Context: an optimization exercise on an open-source flow, tuned for small area and a short achievable clock period. The choices shown serve that exercise and are no tape-out recipe.
No functional check of the RTL was part of this run.
Power figures rest on the tool's default switching activity, not on a simulated workload.

<file path="design/flow/design.v">
module piped_wallace_mult(
    input wire clock, reset,
    input wire [15:0] x, y,
    output reg [31:0] prod
);
    reg [59:0] r1;
    reg [101:0] r2;
    reg [61:0] r3;
    reg v1, v2, v3;
    wire g1 = x[1] & x[0];
    wire q2 = x[1] ^ x[0];
    wire g3 = x[2] & x[1];
    wire q4 = x[2] ^ x[1];
    wire g5 = x[3] & x[2];
    wire q6 = x[3] ^ x[2];
    wire g7 = x[4] & x[3];
    wire q8 = x[4] ^ x[3];
    wire g9 = x[5] & x[4];
    wire q10 = x[5] ^ x[4];
    wire g11 = x[6] & x[5];
    wire q12 = x[6] ^ x[5];
    wire g13 = x[7] & x[6];
    wire q14 = x[7] ^ x[6];
    wire g15 = x[8] & x[7];
    wire q16 = x[8] ^ x[7];
    wire g17 = x[9] & x[8];
    wire q18 = x[9] ^ x[8];
    wire g19 = x[10] & x[9];
    wire q20 = x[10] ^ x[9];
    wire g21 = x[11] & x[10];
    wire q22 = x[11] ^ x[10];
    wire g23 = x[12] & x[11];
    wire q24 = x[12] ^ x[11];
    wire g25 = x[13] & x[12];
    wire q26 = x[13] ^ x[12];
    wire g27 = x[14] & x[13];
    wire q28 = x[14] ^ x[13];
    wire g29 = x[15] & x[14];
    wire q30 = x[15] ^ x[14];
    wire t31, u32;
    pfx i33 (.gh(g3), .ph(q4), .gl(g1), .pl(q2), .g(t31), .p(u32));
    wire t34, u35;
    pfx i36 (.gh(g5), .ph(q6), .gl(g3), .pl(q4), .g(t34), .p(u35));
    wire t37, u38;
    pfx i39 (.gh(g7), .ph(q8), .gl(g5), .pl(q6), .g(t37), .p(u38));
    wire t40, u41;
    pfx i42 (.gh(g9), .ph(q10), .gl(g7), .pl(q8), .g(t40), .p(u41));
    wire t43, u44;
    pfx i45 (.gh(g11), .ph(q12), .gl(g9), .pl(q10), .g(t43), .p(u44));
    wire t46, u47;
    pfx i48 (.gh(g13), .ph(q14), .gl(g11), .pl(q12), .g(t46), .p(u47));
    wire t49, u50;
    pfx i51 (.gh(g15), .ph(q16), .gl(g13), .pl(q14), .g(t49), .p(u50));
    wire t52, u53;
    pfx i54 (.gh(g17), .ph(q18), .gl(g15), .pl(q16), .g(t52), .p(u53));
    wire t55, u56;
    pfx i57 (.gh(g19), .ph(q20), .gl(g17), .pl(q18), .g(t55), .p(u56));
    wire t58, u59;
    pfx i60 (.gh(g21), .ph(q22), .gl(g19), .pl(q20), .g(t58), .p(u59));
    wire t61, u62;
    pfx i63 (.gh(g23), .ph(q24), .gl(g21), .pl(q22), .g(t61), .p(u62));
    wire t64, u65;
    pfx i66 (.gh(g25), .ph(q26), .gl(g23), .pl(q24), .g(t64), .p(u65));
    wire t67, u68;
    pfx i69 (.gh(g27), .ph(q28), .gl(g25), .pl(q26), .g(t67), .p(u68));
    wire t70, u71;
    pfx i72 (.gh(g29), .ph(q30), .gl(g27), .pl(q28), .g(t70), .p(u71));
    wire t73 = x[15] & g29;
    wire u74 = x[15] & q30;
    wire t75;
    pfx_g i76 (.gh(t34), .ph(u35), .gl(g1), .g(t75));
    wire t77, u78;
    pfx i79 (.gh(t37), .ph(u38), .gl(t31), .pl(u32), .g(t77), .p(u78));
    wire t80, u81;
    pfx i82 (.gh(t40), .ph(u41), .gl(t34), .pl(u35), .g(t80), .p(u81));
    wire t83, u84;
    pfx i85 (.gh(t43), .ph(u44), .gl(t37), .pl(u38), .g(t83), .p(u84));
    wire t86, u87;
    pfx i88 (.gh(t46), .ph(u47), .gl(t40), .pl(u41), .g(t86), .p(u87));
    wire t89, u90;
    pfx i91 (.gh(t49), .ph(u50), .gl(t43), .pl(u44), .g(t89), .p(u90));
    wire t92, u93;
    pfx i94 (.gh(t52), .ph(u53), .gl(t46), .pl(u47), .g(t92), .p(u93));
    wire t95, u96;
    pfx i97 (.gh(t55), .ph(u56), .gl(t49), .pl(u50), .g(t95), .p(u96));
    wire t98, u99;
    pfx i100 (.gh(t58), .ph(u59), .gl(t52), .pl(u53), .g(t98), .p(u99));
    wire t101, u102;
    pfx i103 (.gh(t61), .ph(u62), .gl(t55), .pl(u56), .g(t101), .p(u102));
    wire t104, u105;
    pfx i106 (.gh(t64), .ph(u65), .gl(t58), .pl(u59), .g(t104), .p(u105));
    wire t107, u108;
    pfx i109 (.gh(t67), .ph(u68), .gl(t61), .pl(u62), .g(t107), .p(u108));
    wire t110, u111;
    pfx i112 (.gh(t70), .ph(u71), .gl(t64), .pl(u65), .g(t110), .p(u111));
    wire t113, u114;
    pfx i115 (.gh(t73), .ph(u74), .gl(t67), .pl(u68), .g(t113), .p(u114));
    wire t116;
    pfx_g i117 (.gh(t80), .ph(u81), .gl(g1), .g(t116));
    wire t118;
    pfx_g i119 (.gh(t83), .ph(u84), .gl(t31), .g(t118));
    wire t120;
    pfx_g i121 (.gh(t86), .ph(u87), .gl(t75), .g(t120));
    wire t122, u123;
    pfx i124 (.gh(t89), .ph(u90), .gl(t77), .pl(u78), .g(t122), .p(u123));
    wire t125, u126;
    pfx i127 (.gh(t92), .ph(u93), .gl(t80), .pl(u81), .g(t125), .p(u126));
    wire t128, u129;
    pfx i130 (.gh(t95), .ph(u96), .gl(t83), .pl(u84), .g(t128), .p(u129));
    wire t131, u132;
    pfx i133 (.gh(t98), .ph(u99), .gl(t86), .pl(u87), .g(t131), .p(u132));
    wire t134, u135;
    pfx i136 (.gh(t101), .ph(u102), .gl(t89), .pl(u90), .g(t134), .p(u135));
    wire t137, u138;
    pfx i139 (.gh(t104), .ph(u105), .gl(t92), .pl(u93), .g(t137), .p(u138));
    wire t140, u141;
    pfx i142 (.gh(t107), .ph(u108), .gl(t95), .pl(u96), .g(t140), .p(u141));
    wire t143, u144;
    pfx i145 (.gh(t110), .ph(u111), .gl(t98), .pl(u99), .g(t143), .p(u144));
    wire t146, u147;
    pfx i148 (.gh(t113), .ph(u114), .gl(t101), .pl(u102), .g(t146), .p(u147));
    wire t149;
    pfx_g i150 (.gh(t125), .ph(u126), .gl(g1), .g(t149));
    wire t151;
    pfx_g i152 (.gh(t128), .ph(u129), .gl(t31), .g(t151));
    wire t153;
    pfx_g i154 (.gh(t131), .ph(u132), .gl(t75), .g(t153));
    wire t155;
    pfx_g i156 (.gh(t134), .ph(u135), .gl(t77), .g(t155));
    wire t157;
    pfx_g i158 (.gh(t137), .ph(u138), .gl(t116), .g(t157));
    wire t159;
    pfx_g i160 (.gh(t140), .ph(u141), .gl(t118), .g(t159));
    wire t161;
    pfx_g i162 (.gh(t143), .ph(u144), .gl(t120), .g(t161));
    wire t163, u164;
    pfx i165 (.gh(t146), .ph(u147), .gl(t122), .pl(u123), .g(t163), .p(u164));
    wire z166 = q4 ^ g1;
    wire z167 = q6 ^ t31;
    wire z168 = q8 ^ t75;
    wire z169 = q10 ^ t77;
    wire z170 = q12 ^ t116;
    wire z171 = q14 ^ t118;
    wire z172 = q16 ^ t120;
    wire z173 = q18 ^ t122;
    wire z174 = q20 ^ t149;
    wire z175 = q22 ^ t151;
    wire z176 = q24 ^ t153;
    wire z177 = q26 ^ t155;
    wire z178 = q28 ^ t157;
    wire z179 = q30 ^ t159;
    wire z180 = x[15] ^ t161;
    wire p181 = ((r1[33] & r1[0]) | (r1[35] & r1[0])) ^ r1[37];
    wire p182 = ((r1[33] & r1[1]) | (r1[34] & r1[0]) | (r1[35] & r1[16])) ^ r1[37];
    wire p183 = ((r1[33] & r1[2]) | (r1[34] & r1[1]) | (r1[35] & r1[17]) | (r1[36] & r1[0])) ^ r1[37];
    wire p184 = ((r1[33] & r1[3]) | (r1[34] & r1[2]) | (r1[35] & r1[18]) | (r1[36] & r1[1])) ^ r1[37];
    wire p185 = ((r1[33] & r1[4]) | (r1[34] & r1[3]) | (r1[35] & r1[19]) | (r1[36] & r1[2])) ^ r1[37];
    wire p186 = ((r1[33] & r1[5]) | (r1[34] & r1[4]) | (r1[35] & r1[20]) | (r1[36] & r1[3])) ^ r1[37];
    wire p187 = ((r1[33] & r1[6]) | (r1[34] & r1[5]) | (r1[35] & r1[21]) | (r1[36] & r1[4])) ^ r1[37];
    wire p188 = ((r1[33] & r1[7]) | (r1[34] & r1[6]) | (r1[35] & r1[22]) | (r1[36] & r1[5])) ^ r1[37];
    wire p189 = ((r1[33] & r1[8]) | (r1[34] & r1[7]) | (r1[35] & r1[23]) | (r1[36] & r1[6])) ^ r1[37];
    wire p190 = ((r1[33] & r1[9]) | (r1[34] & r1[8]) | (r1[35] & r1[24]) | (r1[36] & r1[7])) ^ r1[37];
    wire p191 = ((r1[33] & r1[10]) | (r1[34] & r1[9]) | (r1[35] & r1[25]) | (r1[36] & r1[8])) ^ r1[37];
    wire p192 = ((r1[33] & r1[11]) | (r1[34] & r1[10]) | (r1[35] & r1[26]) | (r1[36] & r1[9])) ^ r1[37];
    wire p193 = ((r1[33] & r1[12]) | (r1[34] & r1[11]) | (r1[35] & r1[27]) | (r1[36] & r1[10])) ^ r1[37];
    wire p194 = ((r1[33] & r1[13]) | (r1[34] & r1[12]) | (r1[35] & r1[28]) | (r1[36] & r1[11])) ^ r1[37];
    wire p195 = ((r1[33] & r1[14]) | (r1[34] & r1[13]) | (r1[35] & r1[29]) | (r1[36] & r1[12])) ^ r1[37];
    wire p196 = ((r1[33] & r1[15]) | (r1[34] & r1[14]) | (r1[35] & r1[30]) | (r1[36] & r1[13])) ^ r1[37];
    wire p197 = ((r1[34] & r1[15]) | (r1[35] & r1[31]) | (r1[36] & r1[14])) ^ r1[37];
    wire p198 = ((r1[35] & r1[32]) | (r1[36] & r1[15])) ^ r1[37];
    wire p199 = ((r1[38] & r1[0]) | (r1[40] & r1[0])) ^ r1[42];
    wire p200 = ((r1[38] & r1[1]) | (r1[39] & r1[0]) | (r1[40] & r1[16])) ^ r1[42];
    wire p201 = ((r1[38] & r1[2]) | (r1[39] & r1[1]) | (r1[40] & r1[17]) | (r1[41] & r1[0])) ^ r1[42];
    wire p202 = ((r1[38] & r1[3]) | (r1[39] & r1[2]) | (r1[40] & r1[18]) | (r1[41] & r1[1])) ^ r1[42];
    wire p203 = ((r1[38] & r1[4]) | (r1[39] & r1[3]) | (r1[40] & r1[19]) | (r1[41] & r1[2])) ^ r1[42];
    wire p204 = ((r1[38] & r1[5]) | (r1[39] & r1[4]) | (r1[40] & r1[20]) | (r1[41] & r1[3])) ^ r1[42];
    wire p205 = ((r1[38] & r1[6]) | (r1[39] & r1[5]) | (r1[40] & r1[21]) | (r1[41] & r1[4])) ^ r1[42];
    wire p206 = ((r1[38] & r1[7]) | (r1[39] & r1[6]) | (r1[40] & r1[22]) | (r1[41] & r1[5])) ^ r1[42];
    wire p207 = ((r1[38] & r1[8]) | (r1[39] & r1[7]) | (r1[40] & r1[23]) | (r1[41] & r1[6])) ^ r1[42];
    wire p208 = ((r1[38] & r1[9]) | (r1[39] & r1[8]) | (r1[40] & r1[24]) | (r1[41] & r1[7])) ^ r1[42];
    wire p209 = ((r1[38] & r1[10]) | (r1[39] & r1[9]) | (r1[40] & r1[25]) | (r1[41] & r1[8])) ^ r1[42];
    wire p210 = ((r1[38] & r1[11]) | (r1[39] & r1[10]) | (r1[40] & r1[26]) | (r1[41] & r1[9])) ^ r1[42];
    wire p211 = ((r1[38] & r1[12]) | (r1[39] & r1[11]) | (r1[40] & r1[27]) | (r1[41] & r1[10])) ^ r1[42];
    wire p212 = ((r1[38] & r1[13]) | (r1[39] & r1[12]) | (r1[40] & r1[28]) | (r1[41] & r1[11])) ^ r1[42];
    wire p213 = ((r1[38] & r1[14]) | (r1[39] & r1[13]) | (r1[40] & r1[29]) | (r1[41] & r1[12])) ^ r1[42];
    wire p214 = ((r1[38] & r1[15]) | (r1[39] & r1[14]) | (r1[40] & r1[30]) | (r1[41] & r1[13])) ^ r1[42];
    wire p215 = ((r1[39] & r1[15]) | (r1[40] & r1[31]) | (r1[41] & r1[14])) ^ r1[42];
    wire p216 = ((r1[40] & r1[32]) | (r1[41] & r1[15])) ^ r1[42];
    wire p217 = ((r1[43] & r1[0]) | (r1[45] & r1[0])) ^ r1[47];
    wire p218 = ((r1[43] & r1[1]) | (r1[44] & r1[0]) | (r1[45] & r1[16])) ^ r1[47];
    wire p219 = ((r1[43] & r1[2]) | (r1[44] & r1[1]) | (r1[45] & r1[17]) | (r1[46] & r1[0])) ^ r1[47];
    wire p220 = ((r1[43] & r1[3]) | (r1[44] & r1[2]) | (r1[45] & r1[18]) | (r1[46] & r1[1])) ^ r1[47];
    wire p221 = ((r1[43] & r1[4]) | (r1[44] & r1[3]) | (r1[45] & r1[19]) | (r1[46] & r1[2])) ^ r1[47];
    wire p222 = ((r1[43] & r1[5]) | (r1[44] & r1[4]) | (r1[45] & r1[20]) | (r1[46] & r1[3])) ^ r1[47];
    wire p223 = ((r1[43] & r1[6]) | (r1[44] & r1[5]) | (r1[45] & r1[21]) | (r1[46] & r1[4])) ^ r1[47];
    wire p224 = ((r1[43] & r1[7]) | (r1[44] & r1[6]) | (r1[45] & r1[22]) | (r1[46] & r1[5])) ^ r1[47];
    wire p225 = ((r1[43] & r1[8]) | (r1[44] & r1[7]) | (r1[45] & r1[23]) | (r1[46] & r1[6])) ^ r1[47];
    wire p226 = ((r1[43] & r1[9]) | (r1[44] & r1[8]) | (r1[45] & r1[24]) | (r1[46] & r1[7])) ^ r1[47];
    wire p227 = ((r1[43] & r1[10]) | (r1[44] & r1[9]) | (r1[45] & r1[25]) | (r1[46] & r1[8])) ^ r1[47];
    wire p228 = ((r1[43] & r1[11]) | (r1[44] & r1[10]) | (r1[45] & r1[26]) | (r1[46] & r1[9])) ^ r1[47];
    wire p229 = ((r1[43] & r1[12]) | (r1[44] & r1[11]) | (r1[45] & r1[27]) | (r1[46] & r1[10])) ^ r1[47];
    wire p230 = ((r1[43] & r1[13]) | (r1[44] & r1[12]) | (r1[45] & r1[28]) | (r1[46] & r1[11])) ^ r1[47];
    wire p231 = ((r1[43] & r1[14]) | (r1[44] & r1[13]) | (r1[45] & r1[29]) | (r1[46] & r1[12])) ^ r1[47];
    wire p232 = ((r1[43] & r1[15]) | (r1[44] & r1[14]) | (r1[45] & r1[30]) | (r1[46] & r1[13])) ^ r1[47];
    wire p233 = ((r1[44] & r1[15]) | (r1[45] & r1[31]) | (r1[46] & r1[14])) ^ r1[47];
    wire p234 = ((r1[45] & r1[32]) | (r1[46] & r1[15])) ^ r1[47];
    wire p235 = ((r1[48] & r1[0]) | (r1[50] & r1[0])) ^ r1[52];
    wire p236 = ((r1[48] & r1[1]) | (r1[49] & r1[0]) | (r1[50] & r1[16])) ^ r1[52];
    wire p237 = ((r1[48] & r1[2]) | (r1[49] & r1[1]) | (r1[50] & r1[17]) | (r1[51] & r1[0])) ^ r1[52];
    wire p238 = ((r1[48] & r1[3]) | (r1[49] & r1[2]) | (r1[50] & r1[18]) | (r1[51] & r1[1])) ^ r1[52];
    wire p239 = ((r1[48] & r1[4]) | (r1[49] & r1[3]) | (r1[50] & r1[19]) | (r1[51] & r1[2])) ^ r1[52];
    wire p240 = ((r1[48] & r1[5]) | (r1[49] & r1[4]) | (r1[50] & r1[20]) | (r1[51] & r1[3])) ^ r1[52];
    wire p241 = ((r1[48] & r1[6]) | (r1[49] & r1[5]) | (r1[50] & r1[21]) | (r1[51] & r1[4])) ^ r1[52];
    wire p242 = ((r1[48] & r1[7]) | (r1[49] & r1[6]) | (r1[50] & r1[22]) | (r1[51] & r1[5])) ^ r1[52];
    wire p243 = ((r1[48] & r1[8]) | (r1[49] & r1[7]) | (r1[50] & r1[23]) | (r1[51] & r1[6])) ^ r1[52];
    wire p244 = ((r1[48] & r1[9]) | (r1[49] & r1[8]) | (r1[50] & r1[24]) | (r1[51] & r1[7])) ^ r1[52];
    wire p245 = ((r1[48] & r1[10]) | (r1[49] & r1[9]) | (r1[50] & r1[25]) | (r1[51] & r1[8])) ^ r1[52];
    wire p246 = ((r1[48] & r1[11]) | (r1[49] & r1[10]) | (r1[50] & r1[26]) | (r1[51] & r1[9])) ^ r1[52];
    wire p247 = ((r1[48] & r1[12]) | (r1[49] & r1[11]) | (r1[50] & r1[27]) | (r1[51] & r1[10])) ^ r1[52];
    wire p248 = ((r1[48] & r1[13]) | (r1[49] & r1[12]) | (r1[50] & r1[28]) | (r1[51] & r1[11])) ^ r1[52];
    wire p249 = ((r1[48] & r1[14]) | (r1[49] & r1[13]) | (r1[50] & r1[29]) | (r1[51] & r1[12])) ^ r1[52];
    wire p250 = ((r1[48] & r1[15]) | (r1[49] & r1[14]) | (r1[50] & r1[30]) | (r1[51] & r1[13])) ^ r1[52];
    wire p251 = ((r1[49] & r1[15]) | (r1[50] & r1[31]) | (r1[51] & r1[14])) ^ r1[52];
    wire p252 = ((r1[50] & r1[32]) | (r1[51] & r1[15])) ^ r1[52];
    wire p253 = ((r1[53] & r1[0]) | (r1[55] & r1[0])) ^ r1[57];
    wire p254 = ((r1[53] & r1[1]) | (r1[54] & r1[0]) | (r1[55] & r1[16])) ^ r1[57];
    wire p255 = ((r1[53] & r1[2]) | (r1[54] & r1[1]) | (r1[55] & r1[17]) | (r1[56] & r1[0])) ^ r1[57];
    wire p256 = ((r1[53] & r1[3]) | (r1[54] & r1[2]) | (r1[55] & r1[18]) | (r1[56] & r1[1])) ^ r1[57];
    wire p257 = ((r1[53] & r1[4]) | (r1[54] & r1[3]) | (r1[55] & r1[19]) | (r1[56] & r1[2])) ^ r1[57];
    wire p258 = ((r1[53] & r1[5]) | (r1[54] & r1[4]) | (r1[55] & r1[20]) | (r1[56] & r1[3])) ^ r1[57];
    wire p259 = ((r1[53] & r1[6]) | (r1[54] & r1[5]) | (r1[55] & r1[21]) | (r1[56] & r1[4])) ^ r1[57];
    wire p260 = ((r1[53] & r1[7]) | (r1[54] & r1[6]) | (r1[55] & r1[22]) | (r1[56] & r1[5])) ^ r1[57];
    wire p261 = ((r1[53] & r1[8]) | (r1[54] & r1[7]) | (r1[55] & r1[23]) | (r1[56] & r1[6])) ^ r1[57];
    wire p262 = ((r1[53] & r1[9]) | (r1[54] & r1[8]) | (r1[55] & r1[24]) | (r1[56] & r1[7])) ^ r1[57];
    wire p263 = ((r1[53] & r1[10]) | (r1[54] & r1[9]) | (r1[55] & r1[25]) | (r1[56] & r1[8])) ^ r1[57];
    wire p264 = ((r1[53] & r1[11]) | (r1[54] & r1[10]) | (r1[55] & r1[26]) | (r1[56] & r1[9])) ^ r1[57];
    wire p265 = ((r1[53] & r1[12]) | (r1[54] & r1[11]) | (r1[55] & r1[27]) | (r1[56] & r1[10])) ^ r1[57];
    wire p266 = ((r1[53] & r1[13]) | (r1[54] & r1[12]) | (r1[55] & r1[28]) | (r1[56] & r1[11])) ^ r1[57];
    wire p267 = ((r1[53] & r1[14]) | (r1[54] & r1[13]) | (r1[55] & r1[29]) | (r1[56] & r1[12])) ^ r1[57];
    wire p268 = ((r1[53] & r1[15]) | (r1[54] & r1[14]) | (r1[55] & r1[30]) | (r1[56] & r1[13])) ^ r1[57];
    wire p269 = ((r1[54] & r1[15]) | (r1[55] & r1[31]) | (r1[56] & r1[14])) ^ r1[57];
    wire p270 = ((r1[55] & r1[32]) | (r1[56] & r1[15])) ^ r1[57];
    wire p271 = (r1[58] & r1[0]);
    wire p272 = (r1[58] & r1[1]) | (r1[59] & r1[0]);
    wire p273 = (r1[58] & r1[2]) | (r1[59] & r1[1]);
    wire p274 = (r1[58] & r1[3]) | (r1[59] & r1[2]);
    wire p275 = (r1[58] & r1[4]) | (r1[59] & r1[3]);
    wire p276 = (r1[58] & r1[5]) | (r1[59] & r1[4]);
    wire p277 = (r1[58] & r1[6]) | (r1[59] & r1[5]);
    wire p278 = (r1[58] & r1[7]) | (r1[59] & r1[6]);
    wire p279 = (r1[58] & r1[8]) | (r1[59] & r1[7]);
    wire p280 = (r1[58] & r1[9]) | (r1[59] & r1[8]);
    wire p281 = (r1[58] & r1[10]) | (r1[59] & r1[9]);
    wire p282 = (r1[58] & r1[11]) | (r1[59] & r1[10]);
    wire p283 = (r1[58] & r1[12]) | (r1[59] & r1[11]);
    wire p284 = (r1[58] & r1[13]) | (r1[59] & r1[12]);
    wire p285 = (r1[58] & r1[14]) | (r1[59] & r1[13]);
    wire p286 = (r1[58] & r1[15]) | (r1[59] & r1[14]);
    wire p287 = (r1[59] & r1[15]);
    wire p288 = ~r1[37];
    wire p289 = ~r1[42];
    wire p290 = ~r1[47];
    wire p291 = ~r1[52];
    wire p292 = ~r1[57];
    wire s293 = p190 ^ p205;
    wire c294 = p190 & p205;
    wire s295 = p191 ^ p206;
    wire c296 = p191 & p206;
    wire s297 = p192 ^ p207;
    wire c298 = p192 & p207;
    wire s299 = p193 ^ p208 ^ p223;
    wire c300 = (p193 & p208) | (p193 & p223) | (p208 & p223);
    wire s301 = p238 ^ p253;
    wire c302 = p238 & p253;
    wire s303 = p194 ^ p209 ^ p224;
    wire c304 = (p194 & p209) | (p194 & p224) | (p209 & p224);
    wire s305 = p239 ^ p254;
    wire c306 = p239 & p254;
    wire s307 = p195 ^ p210 ^ p225;
    wire c308 = (p195 & p210) | (p195 & p225) | (p210 & p225);
    wire s309 = p240 ^ p255;
    wire c310 = p240 & p255;
    wire s311 = p196 ^ p211 ^ p226;
    wire c312 = (p196 & p211) | (p196 & p226) | (p211 & p226);
    wire s313 = p241 ^ p256 ^ p271;
    wire c314 = (p241 & p256) | (p241 & p271) | (p256 & p271);
    wire s315 = p197 ^ p212 ^ p227;
    wire c316 = (p197 & p212) | (p197 & p227) | (p212 & p227);
    wire s317 = p242 ^ p257 ^ p272;
    wire c318 = (p242 & p257) | (p242 & p272) | (p257 & p272);
    wire s319 = p198 ^ p213 ^ p228;
    wire c320 = (p198 & p213) | (p198 & p228) | (p213 & p228);
    wire s321 = p243 ^ p258 ^ p273;
    wire c322 = (p243 & p258) | (p243 & p273) | (p258 & p273);
    wire s323 = p214 ^ p229 ^ p244;
    wire c324 = (p214 & p229) | (p214 & p244) | (p229 & p244);
    wire s325 = p259 ^ p274 ^ r1[37];
    wire c326 = (p259 & p274) | (p259 & r1[37]) | (p274 & r1[37]);
    wire s327 = p215 ^ p230 ^ p245;
    wire c328 = (p215 & p230) | (p215 & p245) | (p230 & p245);
    wire s329 = p260 ^ p275 ^ r1[37];
    wire c330 = (p260 & p275) | (p260 & r1[37]) | (p275 & r1[37]);
    wire s331 = p216 ^ p231 ^ p246;
    wire c332 = (p216 & p231) | (p216 & p246) | (p231 & p246);
    wire s333 = p261 ^ p276 ^ r1[37];
    wire c334 = (p261 & p276) | (p261 & r1[37]) | (p276 & r1[37]);
    wire s335 = p232 ^ p247 ^ p262;
    wire c336 = (p232 & p247) | (p232 & p262) | (p247 & p262);
    wire s337 = p277 ^ p288 ^ p289;
    wire c338 = (p277 & p288) | (p277 & p289) | (p288 & p289);
    wire s339 = p233 ^ p248 ^ p263;
    wire c340 = (p233 & p248) | (p233 & p263) | (p248 & p263);
    wire s341 = p278 ^ 1'b1;
    wire c342 = p278 & 1'b1;
    wire s343 = p234 ^ p249 ^ p264;
    wire c344 = (p234 & p249) | (p234 & p264) | (p249 & p264);
    wire s345 = p279 ^ 1'b1;
    wire c346 = p279 & 1'b1;
    wire s347 = p250 ^ p265 ^ p280;
    wire c348 = (p250 & p265) | (p250 & p280) | (p265 & p280);
    wire s349 = p251 ^ p266;
    wire c350 = p251 & p266;
    wire s351 = p252 ^ p267;
    wire c352 = p252 & p267;
    wire s353 = r2[11] ^ r2[12];
    wire c354 = r2[11] & r2[12];
    wire s355 = r2[15] ^ r2[16];
    wire c356 = r2[15] & r2[16];
    wire s357 = r2[18] ^ r2[19];
    wire c358 = r2[18] & r2[19];
    wire s359 = r2[21] ^ r2[22] ^ r2[23];
    wire c360 = (r2[21] & r2[22]) | (r2[21] & r2[23]) | (r2[22] & r2[23]);
    wire s361 = r2[25] ^ r2[26] ^ r2[27];
    wire c362 = (r2[25] & r2[26]) | (r2[25] & r2[27]) | (r2[26] & r2[27]);
    wire s363 = r2[29] ^ r2[30] ^ r2[31];
    wire c364 = (r2[29] & r2[30]) | (r2[29] & r2[31]) | (r2[30] & r2[31]);
    wire s365 = r2[33] ^ r2[34] ^ r2[35];
    wire c366 = (r2[33] & r2[34]) | (r2[33] & r2[35]) | (r2[34] & r2[35]);
    wire s367 = r2[37] ^ r2[38] ^ r2[39];
    wire c368 = (r2[37] & r2[38]) | (r2[37] & r2[39]) | (r2[38] & r2[39]);
    wire s369 = r2[41] ^ r2[42] ^ r2[43];
    wire c370 = (r2[41] & r2[42]) | (r2[41] & r2[43]) | (r2[42] & r2[43]);
    wire s371 = r2[45] ^ r2[46] ^ r2[47];
    wire c372 = (r2[45] & r2[46]) | (r2[45] & r2[47]) | (r2[46] & r2[47]);
    wire s373 = r2[49] ^ r2[50] ^ r2[51];
    wire c374 = (r2[49] & r2[50]) | (r2[49] & r2[51]) | (r2[50] & r2[51]);
    wire s375 = r2[53] ^ r2[54] ^ r2[55];
    wire c376 = (r2[53] & r2[54]) | (r2[53] & r2[55]) | (r2[54] & r2[55]);
    wire s377 = r2[57] ^ r2[58] ^ r2[59];
    wire c378 = (r2[57] & r2[58]) | (r2[57] & r2[59]) | (r2[58] & r2[59]);
    wire s379 = r2[61] ^ r2[62] ^ r2[63];
    wire c380 = (r2[61] & r2[62]) | (r2[61] & r2[63]) | (r2[62] & r2[63]);
    wire s381 = r2[65] ^ r2[66] ^ r2[67];
    wire c382 = (r2[65] & r2[66]) | (r2[65] & r2[67]) | (r2[66] & r2[67]);
    wire s383 = r2[69] ^ r2[70] ^ r2[71];
    wire c384 = (r2[69] & r2[70]) | (r2[69] & r2[71]) | (r2[70] & r2[71]);
    wire s385 = r2[73] ^ r2[74] ^ r2[75];
    wire c386 = (r2[73] & r2[74]) | (r2[73] & r2[75]) | (r2[74] & r2[75]);
    wire s387 = r2[77] ^ r2[78] ^ r2[79];
    wire c388 = (r2[77] & r2[78]) | (r2[77] & r2[79]) | (r2[78] & r2[79]);
    wire s389 = r2[81] ^ r2[82] ^ r2[83];
    wire c390 = (r2[81] & r2[82]) | (r2[81] & r2[83]) | (r2[82] & r2[83]);
    wire s391 = r2[85] ^ r2[86] ^ r2[87];
    wire c392 = (r2[85] & r2[86]) | (r2[85] & r2[87]) | (r2[86] & r2[87]);
    wire s393 = r2[88] ^ r2[89] ^ r2[90];
    wire c394 = (r2[88] & r2[89]) | (r2[88] & r2[90]) | (r2[89] & r2[90]);
    wire s395 = r2[91] ^ r2[92] ^ r2[93];
    wire c396 = (r2[91] & r2[92]) | (r2[91] & r2[93]) | (r2[92] & r2[93]);
    wire s397 = r2[95] ^ r2[96];
    wire c398 = r2[95] & r2[96];
    wire s399 = r2[97] ^ r2[98];
    wire c400 = r2[97] & r2[98];
    wire s401 = r2[4] ^ r2[5];
    wire c402 = r2[4] & r2[5];
    wire s403 = r2[7] ^ r2[8];
    wire c404 = r2[7] & r2[8];
    wire s405 = r2[9] ^ r2[10];
    wire c406 = r2[9] & r2[10];
    wire s407 = s353 ^ r2[13] ^ r2[14];
    wire c408 = (s353 & r2[13]) | (s353 & r2[14]) | (r2[13] & r2[14]);
    wire s409 = c354 ^ s355 ^ r2[17];
    wire c410 = (c354 & s355) | (c354 & r2[17]) | (s355 & r2[17]);
    wire s411 = c356 ^ s357 ^ r2[20];
    wire c412 = (c356 & s357) | (c356 & r2[20]) | (s357 & r2[20]);
    wire s413 = c358 ^ s359 ^ r2[24];
    wire c414 = (c358 & s359) | (c358 & r2[24]) | (s359 & r2[24]);
    wire s415 = c360 ^ s361 ^ r2[28];
    wire c416 = (c360 & s361) | (c360 & r2[28]) | (s361 & r2[28]);
    wire s417 = c362 ^ s363 ^ r2[32];
    wire c418 = (c362 & s363) | (c362 & r2[32]) | (s363 & r2[32]);
    wire s419 = c364 ^ s365 ^ r2[36];
    wire c420 = (c364 & s365) | (c364 & r2[36]) | (s365 & r2[36]);
    wire s421 = c366 ^ s367 ^ r2[40];
    wire c422 = (c366 & s367) | (c366 & r2[40]) | (s367 & r2[40]);
    wire s423 = c368 ^ s369 ^ r2[44];
    wire c424 = (c368 & s369) | (c368 & r2[44]) | (s369 & r2[44]);
    wire s425 = c370 ^ s371 ^ r2[48];
    wire c426 = (c370 & s371) | (c370 & r2[48]) | (s371 & r2[48]);
    wire s427 = c372 ^ s373 ^ r2[52];
    wire c428 = (c372 & s373) | (c372 & r2[52]) | (s373 & r2[52]);
    wire s429 = c374 ^ s375 ^ r2[56];
    wire c430 = (c374 & s375) | (c374 & r2[56]) | (s375 & r2[56]);
    wire s431 = c376 ^ s377 ^ r2[60];
    wire c432 = (c376 & s377) | (c376 & r2[60]) | (s377 & r2[60]);
    wire s433 = c378 ^ s379 ^ r2[64];
    wire c434 = (c378 & s379) | (c378 & r2[64]) | (s379 & r2[64]);
    wire s435 = c380 ^ s381 ^ r2[68];
    wire c436 = (c380 & s381) | (c380 & r2[68]) | (s381 & r2[68]);
    wire s437 = c382 ^ s383 ^ r2[72];
    wire c438 = (c382 & s383) | (c382 & r2[72]) | (s383 & r2[72]);
    wire s439 = c384 ^ s385 ^ r2[76];
    wire c440 = (c384 & s385) | (c384 & r2[76]) | (s385 & r2[76]);
    wire s441 = c386 ^ s387 ^ r2[80];
    wire c442 = (c386 & s387) | (c386 & r2[80]) | (s387 & r2[80]);
    wire s443 = c388 ^ s389 ^ r2[84];
    wire c444 = (c388 & s389) | (c388 & r2[84]) | (s389 & r2[84]);
    wire s445 = c390 ^ s391 ^ 1'b1;
    wire c446 = (c390 & s391) | (c390 & 1'b1) | (s391 & 1'b1);
    wire s447 = c392 ^ s393 ^ 1'b1;
    wire c448 = (c392 & s393) | (c392 & 1'b1) | (s393 & 1'b1);
    wire s449 = c394 ^ s395 ^ r2[94];
    wire c450 = (c394 & s395) | (c394 & r2[94]) | (s395 & r2[94]);
    wire s451 = c396 ^ s397 ^ 1'b1;
    wire c452 = (c396 & s397) | (c396 & 1'b1) | (s397 & 1'b1);
    wire s453 = c398 ^ s399 ^ 1'b1;
    wire c454 = (c398 & s399) | (c398 & 1'b1) | (s399 & 1'b1);
    wire s455 = c400 ^ r2[99] ^ r2[100];
    wire c456 = (c400 & r2[99]) | (c400 & r2[100]) | (r2[99] & r2[100]);
    wire s457 = r2[101] ^ 1'b1;
    wire c458 = r2[101] & 1'b1;
    wire t459 = r3[2] & r3[0];
    wire u460 = r3[5] & r3[3];
    wire t461, u462;
    pfx i463 (.gh(r3[8]), .ph(r3[9]), .gl(r3[6]), .pl(r3[7]), .g(t461), .p(u462));
    wire t464, u465;
    pfx i466 (.gh(r3[12]), .ph(r3[13]), .gl(r3[10]), .pl(r3[11]), .g(t464), .p(u465));
    wire t467, u468;
    pfx i469 (.gh(r3[16]), .ph(r3[17]), .gl(r3[14]), .pl(r3[15]), .g(t467), .p(u468));
    wire t470, u471;
    pfx i472 (.gh(r3[20]), .ph(r3[21]), .gl(r3[18]), .pl(r3[19]), .g(t470), .p(u471));
    wire t473, u474;
    pfx i475 (.gh(r3[24]), .ph(r3[25]), .gl(r3[22]), .pl(r3[23]), .g(t473), .p(u474));
    wire t476, u477;
    pfx i478 (.gh(r3[28]), .ph(r3[29]), .gl(r3[26]), .pl(r3[27]), .g(t476), .p(u477));
    wire t479, u480;
    pfx i481 (.gh(r3[32]), .ph(r3[33]), .gl(r3[30]), .pl(r3[31]), .g(t479), .p(u480));
    wire t482, u483;
    pfx i484 (.gh(r3[36]), .ph(r3[37]), .gl(r3[34]), .pl(r3[35]), .g(t482), .p(u483));
    wire t485, u486;
    pfx i487 (.gh(r3[40]), .ph(r3[41]), .gl(r3[38]), .pl(r3[39]), .g(t485), .p(u486));
    wire t488, u489;
    pfx i490 (.gh(r3[44]), .ph(r3[45]), .gl(r3[42]), .pl(r3[43]), .g(t488), .p(u489));
    wire t491, u492;
    pfx i493 (.gh(r3[48]), .ph(r3[49]), .gl(r3[46]), .pl(r3[47]), .g(t491), .p(u492));
    wire t494, u495;
    pfx i496 (.gh(r3[52]), .ph(r3[53]), .gl(r3[50]), .pl(r3[51]), .g(t494), .p(u495));
    wire t497, u498;
    pfx i499 (.gh(r3[56]), .ph(r3[57]), .gl(r3[54]), .pl(r3[55]), .g(t497), .p(u498));
    wire t500 = r3[3] & t459;
    wire t501;
    pfx_g i502 (.gh(r3[4]), .ph(u460), .gl(t459), .g(t501));
    wire t503, u504;
    pfx i505 (.gh(r3[10]), .ph(r3[11]), .gl(t461), .pl(u462), .g(t503), .p(u504));
    wire t506, u507;
    pfx i508 (.gh(t464), .ph(u465), .gl(t461), .pl(u462), .g(t506), .p(u507));
    wire t509, u510;
    pfx i511 (.gh(r3[18]), .ph(r3[19]), .gl(t467), .pl(u468), .g(t509), .p(u510));
    wire t512, u513;
    pfx i514 (.gh(t470), .ph(u471), .gl(t467), .pl(u468), .g(t512), .p(u513));
    wire t515, u516;
    pfx i517 (.gh(r3[26]), .ph(r3[27]), .gl(t473), .pl(u474), .g(t515), .p(u516));
    wire t518, u519;
    pfx i520 (.gh(t476), .ph(u477), .gl(t473), .pl(u474), .g(t518), .p(u519));
    wire t521, u522;
    pfx i523 (.gh(r3[34]), .ph(r3[35]), .gl(t479), .pl(u480), .g(t521), .p(u522));
    wire t524, u525;
    pfx i526 (.gh(t482), .ph(u483), .gl(t479), .pl(u480), .g(t524), .p(u525));
    wire t527, u528;
    pfx i529 (.gh(r3[42]), .ph(r3[43]), .gl(t485), .pl(u486), .g(t527), .p(u528));
    wire t530, u531;
    pfx i532 (.gh(t488), .ph(u489), .gl(t485), .pl(u486), .g(t530), .p(u531));
    wire t533, u534;
    pfx i535 (.gh(r3[50]), .ph(r3[51]), .gl(t491), .pl(u492), .g(t533), .p(u534));
    wire t536, u537;
    pfx i538 (.gh(t494), .ph(u495), .gl(t491), .pl(u492), .g(t536), .p(u537));
    wire t539, u540;
    pfx i541 (.gh(r3[58]), .ph(r3[59]), .gl(t497), .pl(u498), .g(t539), .p(u540));
    wire t542;
    pfx_g i543 (.gh(r3[6]), .ph(r3[7]), .gl(t501), .g(t542));
    wire t544;
    pfx_g i545 (.gh(t461), .ph(u462), .gl(t501), .g(t544));
    wire t546;
    pfx_g i547 (.gh(t503), .ph(u504), .gl(t501), .g(t546));
    wire t548;
    pfx_g i549 (.gh(t506), .ph(u507), .gl(t501), .g(t548));
    wire t550, u551;
    pfx i552 (.gh(r3[22]), .ph(r3[23]), .gl(t512), .pl(u513), .g(t550), .p(u551));
    wire t553, u554;
    pfx i555 (.gh(t473), .ph(u474), .gl(t512), .pl(u513), .g(t553), .p(u554));
    wire t556, u557;
    pfx i558 (.gh(t515), .ph(u516), .gl(t512), .pl(u513), .g(t556), .p(u557));
    wire t559, u560;
    pfx i561 (.gh(t518), .ph(u519), .gl(t512), .pl(u513), .g(t559), .p(u560));
    wire t562, u563;
    pfx i564 (.gh(r3[38]), .ph(r3[39]), .gl(t524), .pl(u525), .g(t562), .p(u563));
    wire t565, u566;
    pfx i567 (.gh(t485), .ph(u486), .gl(t524), .pl(u525), .g(t565), .p(u566));
    wire t568, u569;
    pfx i570 (.gh(t527), .ph(u528), .gl(t524), .pl(u525), .g(t568), .p(u569));
    wire t571, u572;
    pfx i573 (.gh(t530), .ph(u531), .gl(t524), .pl(u525), .g(t571), .p(u572));
    wire t574, u575;
    pfx i576 (.gh(r3[54]), .ph(r3[55]), .gl(t536), .pl(u537), .g(t574), .p(u575));
    wire t577, u578;
    pfx i579 (.gh(t497), .ph(u498), .gl(t536), .pl(u537), .g(t577), .p(u578));
    wire t580, u581;
    pfx i582 (.gh(t539), .ph(u540), .gl(t536), .pl(u537), .g(t580), .p(u581));
    wire t583;
    pfx_g i584 (.gh(r3[14]), .ph(r3[15]), .gl(t548), .g(t583));
    wire t585;
    pfx_g i586 (.gh(t467), .ph(u468), .gl(t548), .g(t585));
    wire t587;
    pfx_g i588 (.gh(t509), .ph(u510), .gl(t548), .g(t587));
    wire t589;
    pfx_g i590 (.gh(t512), .ph(u513), .gl(t548), .g(t589));
    wire t591;
    pfx_g i592 (.gh(t550), .ph(u551), .gl(t548), .g(t591));
    wire t593;
    pfx_g i594 (.gh(t553), .ph(u554), .gl(t548), .g(t593));
    wire t595;
    pfx_g i596 (.gh(t556), .ph(u557), .gl(t548), .g(t595));
    wire t597;
    pfx_g i598 (.gh(t559), .ph(u560), .gl(t548), .g(t597));
    wire t599, u600;
    pfx i601 (.gh(r3[46]), .ph(r3[47]), .gl(t571), .pl(u572), .g(t599), .p(u600));
    wire t602, u603;
    pfx i604 (.gh(t491), .ph(u492), .gl(t571), .pl(u572), .g(t602), .p(u603));
    wire t605, u606;
    pfx i607 (.gh(t533), .ph(u534), .gl(t571), .pl(u572), .g(t605), .p(u606));
    wire t608, u609;
    pfx i610 (.gh(t536), .ph(u537), .gl(t571), .pl(u572), .g(t608), .p(u609));
    wire t611, u612;
    pfx i613 (.gh(t574), .ph(u575), .gl(t571), .pl(u572), .g(t611), .p(u612));
    wire t614, u615;
    pfx i616 (.gh(t577), .ph(u578), .gl(t571), .pl(u572), .g(t614), .p(u615));
    wire t617, u618;
    pfx i619 (.gh(t580), .ph(u581), .gl(t571), .pl(u572), .g(t617), .p(u618));
    wire t620;
    pfx_g i621 (.gh(r3[30]), .ph(r3[31]), .gl(t597), .g(t620));
    wire t622;
    pfx_g i623 (.gh(t479), .ph(u480), .gl(t597), .g(t622));
    wire t624;
    pfx_g i625 (.gh(t521), .ph(u522), .gl(t597), .g(t624));
    wire t626;
    pfx_g i627 (.gh(t524), .ph(u525), .gl(t597), .g(t626));
    wire t628;
    pfx_g i629 (.gh(t562), .ph(u563), .gl(t597), .g(t628));
    wire t630;
    pfx_g i631 (.gh(t565), .ph(u566), .gl(t597), .g(t630));
    wire t632;
    pfx_g i633 (.gh(t568), .ph(u569), .gl(t597), .g(t632));
    wire t634;
    pfx_g i635 (.gh(t571), .ph(u572), .gl(t597), .g(t634));
    wire t636;
    pfx_g i637 (.gh(t599), .ph(u600), .gl(t597), .g(t636));
    wire t638;
    pfx_g i639 (.gh(t602), .ph(u603), .gl(t597), .g(t638));
    wire t640;
    pfx_g i641 (.gh(t605), .ph(u606), .gl(t597), .g(t640));
    wire t642;
    pfx_g i643 (.gh(t608), .ph(u609), .gl(t597), .g(t642));
    wire t644;
    pfx_g i645 (.gh(t611), .ph(u612), .gl(t597), .g(t644));
    wire t646;
    pfx_g i647 (.gh(t614), .ph(u615), .gl(t597), .g(t646));
    wire t648;
    pfx_g i649 (.gh(t617), .ph(u618), .gl(t597), .g(t648));
    wire z650 = r3[2] ^ r3[0];
    wire z651 = r3[3] ^ t459;
    wire z652 = r3[5] ^ t500;
    wire z653 = r3[7] ^ t501;
    wire z654 = r3[9] ^ t542;
    wire z655 = r3[11] ^ t544;
    wire z656 = r3[13] ^ t546;
    wire z657 = r3[15] ^ t548;
    wire z658 = r3[17] ^ t583;
    wire z659 = r3[19] ^ t585;
    wire z660 = r3[21] ^ t587;
    wire z661 = r3[23] ^ t589;
    wire z662 = r3[25] ^ t591;
    wire z663 = r3[27] ^ t593;
    wire z664 = r3[29] ^ t595;
    wire z665 = r3[31] ^ t597;
    wire z666 = r3[33] ^ t620;
    wire z667 = r3[35] ^ t622;
    wire z668 = r3[37] ^ t624;
    wire z669 = r3[39] ^ t626;
    wire z670 = r3[41] ^ t628;
    wire z671 = r3[43] ^ t630;
    wire z672 = r3[45] ^ t632;
    wire z673 = r3[47] ^ t634;
    wire z674 = r3[49] ^ t636;
    wire z675 = r3[51] ^ t638;
    wire z676 = r3[53] ^ t640;
    wire z677 = r3[55] ^ t642;
    wire z678 = r3[57] ^ t644;
    wire z679 = r3[59] ^ t646;
    wire z680 = r3[61] ^ t648;
    wire [31:0] result = {z680, z679, z678, z677, z676, z675, z674, z673, z672, z671, z670, z669, z668, z667, z666, z665, z664, z663, z662, z661, z660, z659, z658, z657, z656, z655, z654, z653, z652, z651, z650, r3[1]};
    always @(posedge clock) begin
        r1 <= {(y[14] & y[15]), (y[14] & ~y[15]) | (~y[14] & y[15]), y[14], (y[11] & y[12] & y[13] & ~y[14]) | (~y[11] & ~y[12] & ~y[13] & y[14]), (y[11] & ~y[12] & y[13] & ~y[14]) | (~y[11] & y[12] & y[13] & ~y[14]) | (y[11] & ~y[12] & ~y[13] & y[14]) | (~y[11] & y[12] & ~y[13] & y[14]), (y[11] & y[12] & ~y[13] & ~y[14]) | (~y[11] & ~y[12] & y[13] & ~y[14]) | (y[11] & y[12] & ~y[13] & y[14]) | (~y[11] & ~y[12] & y[13] & y[14]), (y[11] & ~y[12] & ~y[13] & ~y[14]) | (~y[11] & y[12] & ~y[13] & ~y[14]) | (y[11] & ~y[12] & y[13] & y[14]) | (~y[11] & y[12] & y[13] & y[14]), y[11], (y[8] & y[9] & y[10] & ~y[11]) | (~y[8] & ~y[9] & ~y[10] & y[11]), (y[8] & ~y[9] & y[10] & ~y[11]) | (~y[8] & y[9] & y[10] & ~y[11]) | (y[8] & ~y[9] & ~y[10] & y[11]) | (~y[8] & y[9] & ~y[10] & y[11]), (y[8] & y[9] & ~y[10] & ~y[11]) | (~y[8] & ~y[9] & y[10] & ~y[11]) | (y[8] & y[9] & ~y[10] & y[11]) | (~y[8] & ~y[9] & y[10] & y[11]), (y[8] & ~y[9] & ~y[10] & ~y[11]) | (~y[8] & y[9] & ~y[10] & ~y[11]) | (y[8] & ~y[9] & y[10] & y[11]) | (~y[8] & y[9] & y[10] & y[11]), y[8], (y[5] & y[6] & y[7] & ~y[8]) | (~y[5] & ~y[6] & ~y[7] & y[8]), (y[5] & ~y[6] & y[7] & ~y[8]) | (~y[5] & y[6] & y[7] & ~y[8]) | (y[5] & ~y[6] & ~y[7] & y[8]) | (~y[5] & y[6] & ~y[7] & y[8]), (y[5] & y[6] & ~y[7] & ~y[8]) | (~y[5] & ~y[6] & y[7] & ~y[8]) | (y[5] & y[6] & ~y[7] & y[8]) | (~y[5] & ~y[6] & y[7] & y[8]), (y[5] & ~y[6] & ~y[7] & ~y[8]) | (~y[5] & y[6] & ~y[7] & ~y[8]) | (y[5] & ~y[6] & y[7] & y[8]) | (~y[5] & y[6] & y[7] & y[8]), y[5], (y[2] & y[3] & y[4] & ~y[5]) | (~y[2] & ~y[3] & ~y[4] & y[5]), (y[2] & ~y[3] & y[4] & ~y[5]) | (~y[2] & y[3] & y[4] & ~y[5]) | (y[2] & ~y[3] & ~y[4] & y[5]) | (~y[2] & y[3] & ~y[4] & y[5]), (y[2] & y[3] & ~y[4] & ~y[5]) | (~y[2] & ~y[3] & y[4] & ~y[5]) | (y[2] & y[3] & ~y[4] & y[5]) | (~y[2] & ~y[3] & y[4] & y[5]), (y[2] & ~y[3] & ~y[4] & ~y[5]) | (~y[2] & y[3] & ~y[4] & ~y[5]) | (y[2] & ~y[3] & y[4] & y[5]) | (~y[2] & y[3] & y[4] & y[5]), y[2], (~y[0] & ~y[1] & y[2]), (y[0] & y[1] & ~y[2]) | (y[0] & ~y[1] & y[2]), (~y[0] & y[1] & ~y[2]) | (~y[0] & y[1] & y[2]), (y[0] & ~y[1] & ~y[2]) | (y[0] & y[1] & y[2]), t163, z180, z179, z178, z177, z176, z175, z174, z173, z172, z171, z170, z169, z168, z167, z166, q2, x[15], x[14], x[13], x[12], x[11], x[10], x[9], x[8], x[7], x[6], x[5], x[4], x[3], x[2], x[1], x[0]};
        r2 <= {p287, p292, p286, p285, p270, p284, p269, p291, p283, p268, c352, p282, s351, c350, p281, s349, c348, p290, s347, c346, c344, s345, s343, c342, c340, s341, s339, c338, c336, s337, s335, c334, c332, s333, s331, c330, c328, s329, s327, c326, c324, s325, s323, c322, c320, s321, s319, c318, c316, s317, s315, c314, c312, s313, s311, c310, c308, s309, s307, c306, c304, s305, s303, c302, c300, r1[57], s301, s299, c298, p237, p222, s297, c296, p236, p221, s295, c294, r1[52], p235, p220, s293, p219, p204, p189, p218, p203, p188, r1[47], p217, p202, p187, p201, p186, p200, p185, r1[42], p199, p184, p183, p182, r1[37], p181};
        r3 <= {c456 ^ s457, c456 & s457, c454 ^ s455, c454 & s455, c452 ^ s453, c452 & s453, c450 ^ s451, c450 & s451, c448 ^ s449, c448 & s449, c446 ^ s447, c446 & s447, c444 ^ s445, c444 & s445, c442 ^ s443, c442 & s443, c440 ^ s441, c440 & s441, c438 ^ s439, c438 & s439, c436 ^ s437, c436 & s437, c434 ^ s435, c434 & s435, c432 ^ s433, c432 & s433, c430 ^ s431, c430 & s431, c428 ^ s429, c428 & s429, c426 ^ s427, c426 & s427, c424 ^ s425, c424 & s425, c422 ^ s423, c422 & s423, c420 ^ s421, c420 & s421, c418 ^ s419, c418 & s419, c416 ^ s417, c416 & s417, c414 ^ s415, c414 & s415, c412 ^ s413, c412 & s413, c410 ^ s411, c410 & s411, c408 ^ s409, c408 & s409, c406 ^ s407, c406 & s407, c404 ^ s405, c404 & s405, c402 ^ s403, c402 & s403, s401 ^ r2[6], s401 & r2[6], r2[3], r2[2], r2[0] ^ r2[1], r2[0] & r2[1]};
    end
    always @(posedge clock or posedge reset)
        if (reset) begin
            v1 <= 1'b0; v2 <= 1'b0; v3 <= 1'b0; prod <= 32'd0;
        end else begin
            v1 <= 1'b1; v2 <= v1; v3 <= v2;
            prod <= v3 ? result : 32'd0;
        end
endmodule
module pfx(input wire gh, ph, gl, pl, output wire g, p);
    assign g = gh | (ph & gl);
    assign p = ph & pl;
endmodule
module pfx_g(input wire gh, ph, gl, output wire g);
    assign g = gh | (ph & gl);
endmodule
</file>
<file path="design/flow/run.sh">
#!/bin/bash
# synth_recipe.tcl (not shown) runs the flow's synth.tcl, then flattens the netlist and writes it again
# the make line also repeats each setting of config.mk as NAME=value (left out here)
make -C /OpenROAD-flow-scripts/flow DESIGN_CONFIG=/design/flow/config.mk WORK_HOME=/design/flow/orfs CLKGATE_MAP_FILE= SYNTH_SCRIPT=/design/flow/synth_recipe.tcl finish
</file>
<file path="design/flow/config.mk">
export PLATFORM = sky130hd
export DESIGN_NAME = piped_wallace_mult
export DESIGN_NICKNAME = piped_wallace_mult
export VERILOG_FILES = /design/flow/design.v
export SDC_FILE = /design/flow/constraint.sdc
export NUM_CORES = 4
export LEC_CHECK = 0
export CAP_MARGIN = 20
export CORE_MARGIN = 2
export CORE_UTILIZATION = 40
export SETUP_SLACK_MARGIN = 0.95
export SLEW_MARGIN = 20
export SYNTH_HIERARCHICAL = 1
export SYNTH_MINIMUM_KEEP_SIZE = 0
</file>
<file path="design/flow/constraint.sdc">
create_clock -name core_clock -period 2.8 [get_ports {clock}]
set_input_delay 0.5600 -clock core_clock [delete_from_list [all_inputs] [get_ports {clock}]]
set_output_delay 0.5600 -clock core_clock [all_outputs]
set_load 0.01 [all_outputs]
</file>
==> summary.txt <==
-- power by group through the flow --
| stage | sequential [mW] | clock (mW) | combinational (mW) |
|---|---|---|---|
| 2_1_floorplan | 5.46 | 0 | 3.70 |
| 6_report | 5.63 | 3.84 | 5.09 |
| 3_3_place_gp | 5.69 | 0 | 5.02 |
| 3_5_place_dp | 5.71 | 0 | 5.08 |
| 4_1_cts | 5.63 | 3.95 | 5.13 |
| 5_1_grt | 5.77 | 4.12 | 5.94 |
-- worst max-delay path, stage by stage --
cell,delay (ps)
clkdlybuf4s50_1,590
ha_4,260
a21o_1,170
a21o_1,200
a21o_1,170
a21o_1,150
xor2_1,150
-- flip-flops by register name, summed over array words and instances (netlist names) --
name	flops
r2	102
v1	1
v2	1
r3	61
r1	60
v3	1
prod	32
-- through the flow --
step | std cells | area (µm²) | setup WS (ps) | total power, mW | hold slack (ps)
after detailed placement | 1595 | 14200 | 334 | 10.8 | 315
after global routing | 1655 | 15500 | 892 | 15.8 | 224
after floorplan | 1137 | 13300 | 962 | 9.16 | 310
after CTS | 1651 | 15300 | 928 | 14.7 | 313
after global placement | 1595 | 14200 | 383 | 10.7 | 313
final | 1655 | 15500 | 960 | 14.6 | 231
-- repair_timing --
action,CTS,global route
setup endpoints to repair,80,50
gates resized for setup,68,46
pin swaps,12,16
gates cloned,1,0
endpoints found under the hold margin,0,0
hold buffers,0,0
setup buffers,2,4
-- routing by layer --
metal	share of wire [%]	wire length, µm	vias up
met5	0	0	-
met4	1.8	504	0
met3	5.3	1490	44
met2	44	12300	200
met1	49	13700	3965
li1	-	-	4066
-- final cells by class --
| cell class | instances | area, µm² |
|---|---|---|
| clock inverters | 15 | 174 |
| fillers | 2915 | 17100 |
| repair buffers | 110 | 993 |
| multi-input cells | 721 | 7320 |
| clock buffers | 38 | 821 |
| flip-flops and latches | 258 | 5390 |
| inverters | 71 | 267 |
| well taps | 442 | 553 |
-- worst max path at each step --
stage	start	to	slack [ps]	cells after the start
6_report	x[8]	r1[31]$_DFF_P_	960	7
5_1_grt	r3[17]$_DFF_P_	prod[31]$_DFF_PP0_	890	7
4_1_cts	r3[14]$_DFF_P_	prod[21]$_DFF_PP0_	930	7
3_5_place_dp	x[2]	r1[31]$_DFF_P_	330	7
3_3_place_gp	x[14]	r1[31]$_DFF_P_	380	9
2_1_floorplan	r3[0]$_DFF_P_	prod[22]$_DFF_PP0_	960	7
-- layout by cell type, fill, tap and decap left out, types with 41 or more instances in the layout --
| master | count |
|---|---|
| xor2_1 | 44 |
| fa_1 | 60 |
| buf_4 | 41 |
| ha_1 | 54 |
| xnor2_1 | 97 |
| inv_1 | 71 |
| and2_1 | 111 |
| dfxtp_1 | 193 |
| a221oi_2 | 61 |
| a21o_1 | 117 |
| a22o_1 | 73 |
==> flow_summary.ini <==
[sta]
layout_min_cycle_time_ps = 1840
setup_tns_ps = 0
relSlewSlack_pct = 40.0
finalCritPeriodShare_pct = 65.7
tightestPinTransition_ps = 898
setup_viol = 0
max_freq_mhz = 543
clock_skew_ps = 18.7
finalHoldViolations = 0
rsz0062_at_grt = yes
finalMaxSlewViolations = 0

[clock_tree]
cts_tree = yes
cts_root_buf = clkbuf_16
htreeDepth = 1
cts_buffers = 29
clk_pin_slew_ps = 60
cts.sinks = 258
cts.path.max_buffers = 3
clk_latency_ps = 540

[pwr]
netSwitchingFraction_pct = 32.4
combPwrFrac_pct = 35.0
p_int_mw = 9.84
clkPwrFrac_pct = 26.3
vdd.ir_drop.worst_mv = 0.503
cellLeakagePower_nw = 7.24
p_sw_mw = 4.72
powerDensity_nw_per_um2 = 939
seqPwrFrac_pct = 38.7

[yosys]
syn_area_um2 = 13300
syn_nets = 1299
postSynthCellCount = 1137
syn_avg_cell_area_um2 = 11.7
ys_warn_count = 7

[detailed_routing]
via_count = 8275
drc = 0
postRouteWirelength_mm = 28.0
final_antenna_net_count = 0
drtIter0Drc = 495
wl_per_cell_um = 16.9
dr.pass1.iters = 6
via_per_inst = 5.00

[critical_path]
worst_setup_path_start_kind = input port
arrival_ps = 2250
worst-r2r-cell-count = 5
reg2reg_to = r3[17]$_DFF_P_
end_kind = flip-flop
crit_type = in -> reg
critPathRequiredTime_ps = 3210
cp_max_fo = 4
rrSetupSlack_ps = 970
r2r-start = r2[21]$_DFF_P_

[grt]
track_usage_pct = 16.5
grt_pass1_wl_mm = 45.7
grtUsageMet3_pct = 2.69
global_route.usage.met1_pct = 23.5
grt-ovfl-total = 0
met2_usage_pct = 26.4
grt_pass1_vias = 8472
grt_busiest_layer = met2
antenna_found_initial = 0
grt_max_degree = 36

[final_layout]
final_layout_size_suffix_gt1_share_pct = 18.0
area_growth_pct = 16.7
final_core_util_pct = 47.6
antenna_cells = 0
nNetsFinal = 1353

[worst_hold_path]
min_from = x[3]
min_path_type = in -> reg
hold_path_depth = 1
whs_endpoint = r1[3]$_DFF_P_

[run_status]
status = no timing/DRC/antenna violations

[floorplan]
pin_count = 66
core-area_um2 = 32600
rows = 66
die_h_um = 186
die_area_um2 = 34700
start_util_pct = 40.7
die_w_um = 186

[place]
io_buffers = 65
gp_congestion = 0.960
dp.final_hpwl_mm = 21.2

[flow_run]
cap_violations = 0

[port drivers added, routing unchanged]
No port has a modelled driver above. Below, the same layout with a new extraction and two added sets of constraints.
Step 1 sets driving cells, clkbuf_16 on the clock port and buf_2 on the other inputs (assumed; they add their load-dependent delay and slew).
Step 2 also shifts input and output timing later by t, the mid clock arrival at the registers, as if the neighbouring blocks saw the same clock.
Slacks: ideal / step 1 / step 2; pairs: ideal / step 1.
t (ns): 0.583
setup slack, ns: 0.960 / 0.971 / 0.402
hold WS [ns]: 0.231 / 0.204 / 0.327
slew at the worst register clock pin (ns): 0.07 / 0.07
worst data-port slew with drivers (ns): 0.04
After both steps this run still meets setup and hold. The setup slack of this run moves by +0.011 ns with the drivers and by -0.558 ns with both steps.
